Background: an optimization exercise with open tools, aiming at small area and a short achievable clock period. Do not read the settings as production practice. RTL that was checked went through simulation tests only; none was proved equivalent to the original. Power is estimated from default activity; no workload was simulated.

==> inputs of nickel <==
// CPU
module CPU( input clk,
	input rst,
	input wire [31:0] inst,
	input wire [63:0]	main_memory_input_data_path,
	output reg[63:0] main_memory_output_data_path,
	output wire[31:0] pc_inst_addr,
	output wire		Vector_Write_Access,
	output wire		Memory_Write_Access,
	output wire		Load_Vector_Flag,
	output wire 		Load_Word_Flag,
	output wire[11:0]	Main_Memory_Address
	);
export LEC_CHECK = 0
export ABC_AREA = 1
export CAP_MARGIN = 20
export CORE_MARGIN = 2
export CORE_UTILIZATION = 40
export SETUP_SLACK_MARGIN = 5
export SLEW_MARGIN = 20
export TNS_END_PERCENT = 30
create_clock -name core_clock -period 12.0 [get_ports {clk}]
standard.sh (not shown) runs the stock make flow with config.mk's settings and CLKGATE_MAP_FILE= SYNTH_SCRIPT=/design/flow/synth_recipe.tcl, a recipe that flattens the netlist after the stock synthesis.
==> flow/flow/run.sh <==
#!/bin/bash
set -euo pipefail
bash standard.sh "BUFFER_PORTS_ARGS=-buffer_cell sky130_fd_sc_hd__buf_2" \
  "CTS_ARGS=-sink_clustering_enable -repair_clock_nets -dont_use_dummy_load -buf_list {sky130_fd_sc_hd__clkbuf_2 sky130_fd_sc_hd__clkbuf_4 sky130_fd_sc_hd__clkbuf_8}" \
  finish > standard_flow.log 2>&1
==> inputs of willow, as changes to nickel <==
Settings changed: PLACE_DENSITY set to 0.75, TNS_END_PERCENT 30 to not set.
==> inputs of xenon, as changes to nickel <==
Settings changed: PLACE_DENSITY set to 0.5, TNS_END_PERCENT 30 to not set.
==> load_flow_metrics.sql <==
INSERT INTO impl_metrics (metric_group, metric, value, unit) VALUES
('pwr', 'total_leakage_power', '19.7', 'nW'),
('timing', 'max_freq', '139', 'MHz'),
('status', 'run_status', 'finished clean', ''),
('drt', 'wirelength_per_cell', '24.3', 'um'),
('final_layout', 'inverters_excl_clock', '545', ''),
('setup_path', 'crit_arrival', '7.72', 'ns'),
('pwr', 'max-vdd-ir-drop', '88.3', 'uV');
That was xenon.
==> load_flow_metrics.sql <==
INSERT INTO impl_metrics (metric_group, metric, value, unit) VALUES
('status', 'run_status', 'finished clean', ''),
('pwr', 'total_leakage_power', '19.4', 'nW'),
('pwr', 'max-vdd-ir-drop', '68.4', 'uV'),
('drt', 'wirelength_per_cell', '23.5', 'um'),
('final_layout', 'inverters_excl_clock', '549', '');
That was nickel.
==> load_flow_metrics.sql <==
INSERT INTO impl_metrics (metric_group, metric, value, unit) VALUES
('timing', 'max_freq', '138', 'MHz'),
('die', 'core_region_area', '0.0929', 'sq mm'),
('pwr', 'max-vdd-ir-drop', '77.1', 'uV'),
('status', 'run_status', 'finished clean', ''),
('final_layout', 'inverters_excl_clock', '546', ''),
('final_layout', 'finalInstanceArea', '0.0443', 'sq mm'),
('drt', 'wirelength_per_cell', '23.1', 'um'),
('drt', 'wl_met1', '53100', 'um'),
('pwr', 'total_leakage_power', '19.3', 'nW');
That was willow.

==> inputs of try-cedar <==
CPU, a different RTL version from the one above (not shown whole).
Settings: LEC_CHECK=0, ABC_AREA=1, CAP_MARGIN=20, CORE_MARGIN=2, CORE_UTILIZATION=40, SETUP_SLACK_MARGIN=5, SLEW_MARGIN=20; clock period 12.0 ns.
Scripts as last shown in full above: flow/flow/run.sh
==> try-tundra: changes against try-cedar <==
--- a/flow/design.v
+++ b/flow/design.v
@@ -490,16 +490,16 @@
   wire s389 = h391 ^ s375;
   wire c390 = h391 ? s375 : s371;
   wire h394 = s377 ^ s379;
   wire s392 = h394 ^ s381;
   wire c393 = h394 ? s381 : s377;
-  wire h397 = s383 ^ c340;
-  wire s395 = h397 ^ s386;
-  wire c396 = h397 ? s386 : s383;
-  wire h400 = s389 ^ c343;
+  wire h397 = c340 ^ s383;
+  wire s395 = h397 ^ c343;
+  wire c396 = h397 ? c343 : c340;
+  wire h400 = s386 ^ s389;
   wire s398 = h400 ^ s392;
-  wire c399 = h400 ? s392 : s389;
+  wire c399 = h400 ? s392 : s386;
   wire h403 = c346 ^ s395;
   wire s401 = h403 ^ s398;
   wire c402 = h403 ? s398 : c346;
   wire s404 = pp5 ^ pp12 ^ pp18;
   wire c405 = (pp5 & pp12) | (pp5 & pp18) | (pp12 & pp18);
@@ -556,25 +556,25 @@
   wire s455 = h457 ^ s440;
   wire c456 = h457 ? s440 : s436;
   wire h460 = s442 ^ s444;
   wire s458 = h460 ^ c384;
   wire c459 = h460 ? c384 : s442;
-  wire h463 = s446 ^ c387;
-  wire s461 = h463 ^ c390;
-  wire c462 = h463 ? c390 : s446;
-  wire h466 = s449 ^ s452;
-  wire s464 = h466 ^ c393;
-  wire c465 = h466 ? c393 : s449;
+  wire h463 = c387 ^ c390;
+  wire s461 = h463 ^ s446;
+  wire c462 = h463 ? s446 : c387;
+  wire h466 = c393 ^ s449;
+  wire s464 = h466 ^ s452;
+  wire c465 = h466 ? s452 : c393;
   wire h469 = s455 ^ s458;
-  wire s467 = h469 ^ s461;
-  wire c468 = h469 ? s461 : s455;
-  wire h472 = c396 ^ c399;
+  wire s467 = h469 ^ c396;
+  wire c468 = h469 ? c396 : s455;
+  wire h472 = s461 ^ c399;
   wire s470 = h472 ^ s464;
-  wire c471 = h472 ? s464 : c396;
-  wire h475 = s467 ^ c402;
-  wire s473 = h475 ^ s470;
-  wire c474 = h475 ? s470 : s467;
+  wire c471 = h472 ? s464 : s461;
+  wire h475 = s467 ^ s470;
+  wire s473 = h475 ^ c402;
+  wire c474 = h475 ? c402 : s467;
   wire s476 = pp6 ^ pp13 ^ pp19;
   wire c477 = (pp6 & pp13) | (pp6 & pp19) | (pp13 & pp19);
   wire s478 = pp24 ^ pp28 ^ pp31;
   wire c479 = (pp24 & pp28) | (pp24 & pp31) | (pp28 & pp31);
   wire s480 = pp42 ^ pp49 ^ pp55;
@@ -640,33 +640,33 @@
   wire c539 = h540 ? s516 : s512;
   wire h543 = s518 ^ s520;
   wire s541 = h543 ^ s522;
   wire c542 = h543 ? s522 : s518;
   wire h546 = s524 ^ c447;
-  wire s544 = h546 ^ s526;
-  wire c545 = h546 ? s526 : s524;
-  wire h549 = c450 ^ c453;
-  wire s547 = h549 ^ s529;
-  wire c548 = h549 ? s529 : c450;
-  wire h552 = s532 ^ s535;
-  wire s550 = h552 ^ c456;
-  wire c551 = h552 ? c456 : s532;
+  wire s544 = h546 ^ c450;
+  wire c545 = h546 ? c450 : s524;
+  wire h549 = c453 ^ s526;
+  wire s547 = h549 ^ c456;
+  wire c548 = h549 ? c456 : c453;
+  wire h552 = s529 ^ s532;
+  wire s550 = h552 ^ s535;
+  wire c551 = h552 ? s535 : s529;
   wire h555 = s538 ^ s541;
   wire s553 = h555 ^ c459;
   wire c554 = h555 ? c459 : s538;
-  wire h558 = c462 ^ s544;
-  wire s556 = h558 ^ c465;
-  wire c557 = h558 ? c465 : c462;
+  wire h558 = c462 ^ c465;
+  wire s556 = h558 ^ s544;
+  wire c557 = h558 ? s544 : c462;
   wire h561 = s547 ^ s550;
   wire s559 = h561 ^ s553;
   wire c560 = h561 ? s553 : s547;
   wire h564 = c468 ^ s556;
   wire s562 = h564 ^ c471;
   wire c563 = h564 ? c471 : c468;
-  wire h567 = s559 ^ c474;
-  wire s565 = h567 ^ s562;
-  wire c566 = h567 ? s562 : s559;
+  wire h567 = s559 ^ s562;
+  wire s565 = h567 ^ c474;
+  wire c566 = h567 ? c474 : s559;
   wire s568 = pp7 ^ pp14 ^ pp20;
   wire c569 = (pp7 & pp14) | (pp7 & pp20) | (pp14 & pp20);
   wire s570 = pp25 ^ pp29 ^ pp32;
   wire c571 = (pp25 & pp29) | (pp25 & pp32) | (pp29 & pp32);
   wire s572 = pp34 ^ pp43 ^ pp50;
@@ -744,40 +744,40 @@
   wire s643 = h645 ^ s620;
   wire c644 = h645 ? s620 : s616;
   wire h648 = s622 ^ s624;
   wire s646 = h648 ^ s626;
   wire c647 = h648 ? s626 : s622;
-  wire h651 = c527 ^ s628;
-  wire s649 = h651 ^ c530;
-  wire c650 = h651 ? c530 : c527;
-  wire h654 = c533 ^ c536;
-  wire s652 = h654 ^ s631;
-  wire c653 = h654 ? s631 : c533;
-  wire h657 = s634 ^ s637;
-  wire s655 = h657 ^ s640;
-  wire c656 = h657 ? s640 : s634;
-  wire h660 = c539 ^ c542;
+  wire h651 = c527 ^ c530;
+  wire s649 = h651 ^ c533;
+  wire c650 = h651 ? c533 : c527;
+  wire h654 = c536 ^ s628;
+  wire s652 = h654 ^ c539;
+  wire c653 = h654 ? c539 : c536;
+  wire h657 = c542 ^ s631;
+  wire s655 = h657 ^ s634;
+  wire c656 = h657 ? s634 : c542;
+  wire h660 = s637 ^ s640;
   wire s658 = h660 ^ s643;
-  wire c659 = h660 ? s643 : c539;
+  wire c659 = h660 ? s643 : s637;
   wire h663 = s646 ^ c545;
-  wire s661 = h663 ^ s649;
-  wire c662 = h663 ? s649 : s646;
-  wire h666 = c548 ^ c551;
+  wire s661 = h663 ^ c548;
+  wire c662 = h663 ? c548 : s646;
+  wire h666 = c551 ^ s649;
   wire s664 = h666 ^ s652;
-  wire c665 = h666 ? s652 : c548;
+  wire c665 = h666 ? s652 : c551;
   wire h669 = s655 ^ s658;
   wire s667 = h669 ^ c554;
   wire c668 = h669 ? c554 : s655;
   wire h672 = c557 ^ s661;
   wire s670 = h672 ^ s664;
   wire c671 = h672 ? s664 : c557;
   wire h675 = c560 ^ s667;
   wire s673 = h675 ^ c563;
   wire c674 = h675 ? c563 : c560;
-  wire h678 = s670 ^ c566;
-  wire s676 = h678 ^ s673;
-  wire c677 = h678 ? s673 : s670;
+  wire h678 = s670 ^ s673;
+  wire s676 = h678 ^ c566;
+  wire c677 = h678 ? c566 : s670;
   wire x679 = pp8 ^ pp15;
   wire x680 = pp21 ^ pp26;
   wire x681 = pp30 ^ pp33;
   wire x682 = pp35 ^ pp36;
   wire x683 = pp44 ^ pp51;
@@ -822,69 +822,69 @@
   wire x722 = x701 ^ x702;
   wire x723 = x703 ^ x704;
   wire x724 = x705 ^ x706;
   wire x725 = x707 ^ x708;
   wire x726 = x709 ^ x710;
-  wire x727 = x711 ^ x712;
-  wire x728 = x713 ^ x714;
-  wire x729 = x715 ^ x716;
-  wire x730 = x717 ^ x718;
-  wire x731 = x719 ^ x720;
-  wire x732 = x721 ^ x722;
-  wire x733 = x723 ^ x724;
-  wire x734 = x725 ^ x726;
-  wire x735 = c569 ^ c571;
-  wire x736 = c573 ^ c575;
-  wire x737 = c577 ^ c579;
-  wire x738 = c581 ^ c583;
-  wire x739 = c585 ^ c587;
-  wire x740 = c589 ^ c591;
-  wire x741 = c593 ^ c595;
-  wire x742 = c597 ^ c599;
-  wire x743 = c601 ^ c603;
+  wire x727 = c569 ^ c571;
+  wire x728 = c573 ^ c575;
+  wire x729 = c577 ^ c579;
+  wire x730 = c581 ^ c583;
+  wire x731 = c585 ^ c587;
+  wire x732 = c589 ^ c591;
+  wire x733 = c593 ^ c595;
+  wire x734 = c597 ^ c599;
+  wire x735 = c601 ^ c603;
+  wire x736 = x711 ^ x712;
+  wire x737 = x713 ^ x714;
+  wire x738 = x715 ^ x716;
+  wire x739 = x717 ^ x718;
+  wire x740 = x719 ^ x720;
+  wire x741 = x721 ^ x722;
+  wire x742 = x723 ^ x724;
+  wire x743 = x725 ^ x726;
   wire x744 = x727 ^ x728;
   wire x745 = x729 ^ x730;
   wire x746 = x731 ^ x732;
   wire x747 = x733 ^ x734;
   wire x748 = x735 ^ x736;
   wire x749 = x737 ^ x738;
   wire x750 = x739 ^ x740;
   wire x751 = x741 ^ x742;
-  wire x752 = x743 ^ x744;
-  wire x753 = x745 ^ x746;
-  wire x754 = x747 ^ x748;
-  wire x755 = x749 ^ x750;
-  wire x756 = x751 ^ c605;
-  wire x757 = c607 ^ c609;
-  wire x758 = c611 ^ c613;
-  wire x759 = c615 ^ c617;
-  wire x760 = c619 ^ c621;
-  wire x761 = c623 ^ c625;
-  wire x762 = c627 ^ x752;
+  wire x752 = x743 ^ c605;
+  wire x753 = c607 ^ c609;
+  wire x754 = c611 ^ c613;
+  wire x755 = c615 ^ c617;
+  wire x756 = c619 ^ c621;
+  wire x757 = c623 ^ c625;
+  wire x758 = c627 ^ x744;
+  wire x759 = x745 ^ x746;
+  wire x760 = x747 ^ x748;
+  wire x761 = x749 ^ x750;
+  wire x762 = x751 ^ x752;
   wire x763 = x753 ^ x754;
   wire x764 = x755 ^ x756;
   wire x765 = x757 ^ x758;
   wire x766 = x759 ^ x760;
-  wire x767 = x761 ^ x762;
-  wire x768 = x763 ^ c629;
-  wire x769 = x764 ^ x765;
-  wire x770 = c632 ^ c635;
-  wire x771 = c638 ^ c641;
-  wire x772 = x766 ^ c644;
-  wire x773 = c647 ^ x767;
+  wire x767 = x761 ^ c629;
+  wire x768 = c632 ^ c635;
+  wire x769 = c638 ^ c641;
+  wire x770 = x762 ^ x763;
+  wire x771 = c644 ^ c647;
+  wire x772 = x764 ^ x765;
+  wire x773 = x766 ^ x767;
   wire x774 = x768 ^ x769;
   wire x775 = x770 ^ x771;
-  wire x776 = x772 ^ x773;
-  wire x777 = c650 ^ x774;
-  wire x778 = x775 ^ c653;
-  wire x779 = c656 ^ c659;
+  wire x776 = x772 ^ c650;
+  wire x777 = x773 ^ c653;
+  wire x778 = c656 ^ x774;
+  wire x779 = c659 ^ x775;
   wire x780 = x776 ^ x777;
   wire x781 = x778 ^ x779;
   wire x782 = c662 ^ x780;
   wire x783 = c665 ^ x781;
-  wire x784 = x782 ^ c668;
-  wire x785 = x783 ^ c671;
+  wire x784 = x782 ^ x783;
+  wire x785 = c668 ^ c671;
   wire x786 = x784 ^ x785;
   wire x787 = c674 ^ x786;
   wire x788 = x787 ^ c677;
   wire [7:0] rx = {x788, s676, s565, s473, c349, s348, s312, s291};
   wire [7:0] ry = {1'b0, 1'b0, 1'b0, 1'b0, s401, 1'b0, 1'b0, s293};
ABC_AREA = unset   (was 1)
==> summary.txt <==
status=finished clean; DR vias=32100; crit share post-route=0.662; Placed Area=39900 µm²; Die X-Extent=310 µm; R2R depth=24; Max-Slew Margin vs Limit=0.214; LEAKAGE=15.9 nW; met1 Track Usage GR=0.385; WL met2=69.6 mm; CORE AREA=93000 µm²; hold_sp=T[11]$_DFFE_PP_; Non-Filler Instances=5289
Source of the figures above: try-tundra

==> summary.txt <==
met1 Track Usage GR=0.407; max reg flops=248; LEAKAGE=20.6 nW; footprint of the multi-input gates=21400 µm²; crit share post-route=0.591; dominant kind of cell=multi-input combinational cells; first-pass GRT wire length=212 mm; most frequent CP cell=nand2_1; R2R depth=28; Non-Filler Instances=6518; Placed Area=40000 µm²; Max-Slew Margin vs Limit=0.193; Internal=2.88 mW; DR vias=36200; hold_sp=T[15]$_DFFE_PP_; XOR/XNOR Fraction of Synth Area=0.0700; Die X-Extent=312 µm; status=finished clean; WL met2=66.5 mm
Source of the figures above: try-cedar

The RTL of try-cedar was laid out without a check of its function.

separate check: timing with driven ports:
In the flow no input, the clock included, has a driving cell. The finished layouts below were timed again as built, in two steps.
Step 1 assumes that a clkbuf_16 drives the clock port and a buf_2 every other input.
Step 2 also shifts input and output timing later by t, the mid clock arrival at the registers, as if the neighbouring blocks saw the same clock.
Three values: ideal ports, drivers, drivers and shift; two values: the first two.
| run | shift t [ns] | setup WS [ns] | worst setup path at the end |
|---|---|---|---|
| nickel | 0.748 | 4.807 / 4.796 / 4.087 | input to register |
| willow | 0.777 | 4.751 / 4.738 / 3.961 | input to register |
| xenon | 0.801 | 4.822 / 4.837 / 4.036 | input to register |
| try-cedar | 0.796 | 4.903 / 4.819 / 4.079 | input to register |
| try-tundra | 0.779 | 4.058 / 4.028 / 3.249 | input to register |
After both steps setup and hold are still met in every run listed. For try-cedar, which loses most, drivers alone change the setup slack by -0.084 ns; drivers and shift together by -0.824 ns.
